From an optimization exercise on the open Yosys and OpenROAD flow, aimed at small area; shortcuts taken in it are not production practice. The RTL was checked by simulation tests, not by an equivalence proof against the original design. Power is estimated from default activity; no workload was simulated.

violet:
Design Solve, start of the top module:
module Solve(clk, rst, halt, prepare, start, next, switcher, sw2, auto, keep, length, now, debug, dataput, dataput2, wrong, solved, fakeclick, score, wwmodi, ready
, wfresh, wcolorp, wBLOn, nnote0, wnotex, wnotey, wperc, endpass);
Size in the first run: roughly 1800 cells after synthesis, roughly 230 I/O pins, ~14000 um^2 of cells after synthesis.
==> flow/config.mk <==
export PLATFORM = sky130hd
export DESIGN_NAME = Solve
export DESIGN_NICKNAME = Solve
export VERILOG_FILES = /design/flow/design.v
export SDC_FILE = /design/flow/constraint.sdc
export NUM_CORES = 4
export LEC_CHECK = 0
export CAP_MARGIN = 20
export CORE_MARGIN = 2
export CORE_UTILIZATION = 40
export SLEW_MARGIN = 20
export SYNTH_MEMORY_MAX_BITS = 65536
==> flow/constraint.sdc <==
create_clock -name core_clock -period 10.0 [get_ports {clk}]
set_input_delay 2.0000 -clock core_clock [delete_from_list [all_inputs] [get_ports {clk}]]
set_output_delay 2.0000 -clock core_clock [all_outputs]
set_load 0.01 [all_outputs]
standard.sh (not shown) runs the stock make flow with config.mk's settings and CLKGATE_MAP_FILE= SYNTH_SCRIPT=/design/flow/synth_recipe.tcl, a recipe that flattens the netlist after the stock synthesis.
==> flow/flow/run.sh <==
#!/bin/bash
# Standard layout, with the port buffers made of the smallest buffer cell
# and a clock tree of smaller buffers without dummy loads.
export BUFFER_PORTS_ARGS="-buffer_cell sky130_fd_sc_hd__buf_1"
export GPL_KEEP_OVERFLOW=0
export CTS_ARGS="-sink_clustering_enable -repair_clock_nets -dont_use_dummy_load -buf_list sky130_fd_sc_hd__clkbuf_8 -sink_clustering_size 16"
bash standard.sh > standard.log 2>&1
violet: no failed stages, no open violations at the end
--- input diff violet..delta ---
--- a/flow/flow/run.sh
+++ b/flow/flow/run.sh
@@ -3,5 +3,4 @@
 # and a clock tree of smaller buffers without dummy loads.
 export BUFFER_PORTS_ARGS="-buffer_cell sky130_fd_sc_hd__buf_1"
-export GPL_KEEP_OVERFLOW=0
 export CTS_ARGS="-sink_clustering_enable -repair_clock_nets -dont_use_dummy_load -buf_list sky130_fd_sc_hd__clkbuf_8 -sink_clustering_size 16"
 bash standard.sh > standard.log 2>&1
## What came out
Proportion of cell area occupied by multi-input gates: violet and delta compared, lower one is delta
Compare violet and delta | fraction of area in registers higher: violet
Compared to violet, the router laid down more metal wire for delta.
Summary — detailed-routed wire length on met3, delta relative to violet: higher, by 5.7%.
delta vs. violet: worst setup slack picked up an extra 0.014 ns; routed via count divided by cell count lost 0.082.

* * *

Solve again, from the RTL that the note above started with.
// Solve
module Solve(clk, rst, halt, prepare, start, next, switcher, sw2, auto, keep, length, now, debug, dataput, dataput2, wrong, solved, fakeclick, score, wwmodi, ready
, wfresh, wcolorp, wBLOn, nnote0, wnotex, wnotey, wperc, endpass);
  input clk;
  wire clk;
  input rst;
  wire rst;
  input halt;
  wire halt;
  input prepare;
  wire prepare;
  input start;
  wire start;
  input next;
  wire next;
  input switcher;
  wire switcher;
  input sw2;
  wire sw2;
  input auto;
  wire auto;
  input keep;
  wire keep;
  input [15:0] length;
  wire [15:0] length;
  input [15:0] now;
  wire [15:0] now;
  input [4:0] debug;
  wire [4:0] debug;
  output [15:0] dataput;
  wire [15:0] dataput;
  output [31:0] dataput2;
  wire [31:0] dataput2;
  output wrong;
  wire wrong;
  output solved;
  wire solved;
  output fakeclick;
  reg fakeclick;
  output [31:0] score;
  wire [31:0] score;
  output [15:0] wwmodi;
  wire [15:0] wwmodi;
  output ready;
  wire ready;
  output wfresh;
  reg wfresh;
  output [11:0] wcolorp;
  wire [11:0] wcolorp;
  output [17:0] wBLOn;
  wire [17:0] wBLOn;
  output nnote0;
  wire nnote0;
  output [15:0] wnotex;
  wire [15:0] wnotex;
  output [15:0] wnotey;
  wire [15:0] wnotey;
  output [15:0] wperc;
  wire [15:0] wperc;
  output endpass;
  ...
export LEC_CHECK = 0
export CAP_MARGIN = 20
export CORE_MARGIN = 2
export CORE_UTILIZATION = 40
export SLEW_MARGIN = 20
export SYNTH_MEMORY_MAX_BITS = 65536
create_clock -name core_clock -period 10.0 [get_ports {clk}]
==> flow/flow/run.sh <==
#!/bin/bash
# Standard layout, with the port buffers made of the smallest buffer cell
# and a clock tree of smaller buffers without dummy loads.
export BUFFER_PORTS_ARGS="-buffer_cell sky130_fd_sc_hd__buf_1"
export GPL_KEEP_OVERFLOW=0
export CTS_ARGS="-sink_clustering_enable -repair_clock_nets -dont_use_dummy_load -buf_list sky130_fd_sc_hd__clkbuf_8 -sink_clustering_size 24 -sink_clustering_max_diameter 50"
bash standard.sh > standard.log 2>&1
The starting point finished clean.
Rerun with:
==> flow/flow/run.sh (replaced) <==
#!/bin/bash
# Standard layout, with the port buffers made of the smallest buffer cell
# and a clock tree of smaller buffers without dummy loads.
export BUFFER_PORTS_ARGS="-buffer_cell sky130_fd_sc_hd__buf_1"
export GPL_KEEP_OVERFLOW=0
export CTS_ARGS='-sink_clustering_enable -repair_clock_nets -dont_use_dummy_load -buf_list {sky130_fd_sc_hd__clkbuf_4 sky130_fd_sc_hd__clkbuf_8} -sink_clustering_size 12 -sink_clustering_max_diameter 40'
bash standard.sh > standard.log 2>&1
After rerunning: Global-route usage stays the same. Synthesized cell count stays the same. First-iteration DRC count stays the same. Worst setup slack stays the same. Via count does not change.
Rerun with:
==> flow/flow/run.sh (replaced) <==
#!/bin/bash
# Standard layout, with the port buffers made of the smallest buffer cell
# and a clock tree of smaller buffers without dummy loads.
export BUFFER_PORTS_ARGS="-buffer_cell sky130_fd_sc_hd__buf_1"
export GPL_KEEP_OVERFLOW=0
export CTS_ARGS="-sink_clustering_enable -repair_clock_nets -dont_use_dummy_load -buf_list sky130_fd_sc_hd__clkbuf_8 -sink_clustering_size 30 -sink_clustering_max_diameter 120"
bash standard.sh > standard.log 2>&1
Outcome: The changed run finished clean; global-route usage is unchanged; utilization stays the same; final cell count is unchanged; cell area is unchanged; worst setup slack is unchanged; die area does not change; power does not change.

## what the ideal ports hide
How much do the figures lean on ideal ports? The routed layouts below were timed once more, with nothing changed but the port constraints. Step 1 assumes that a clkbuf_16 drives the clock port and a buf_2 every other input. Step 2 moves the port delays by t, midway between the first and last clock arrival at a register: inputs arrive t later, outputs are due t later. That takes back most of the time a late clock gives input paths. Slacks: ideal ports / drivers / drivers and shift; pairs: ideal ports / drivers.
run	t, ns	slack for setup (ns)	worst setup path after step 2	worst register clock-pin slew, ns
violet	0.490	0.239 / 0.218 / 0.108	input to register	0.10 / 0.10
delta	0.475	0.253 / 0.233 / 0.143	input to register	0.10 / 0.10
the first run of note 2	0.490	0.239 / 0.218 / 0.108	input to register	0.10 / 0.10
the second run of note 2	0.490	0.239 / 0.218 / 0.108	input to register	0.10 / 0.10
the third run of note 2	0.490	0.239 / 0.218 / 0.108	input to register	0.10 / 0.10
After both steps setup and hold are still met in every run listed.
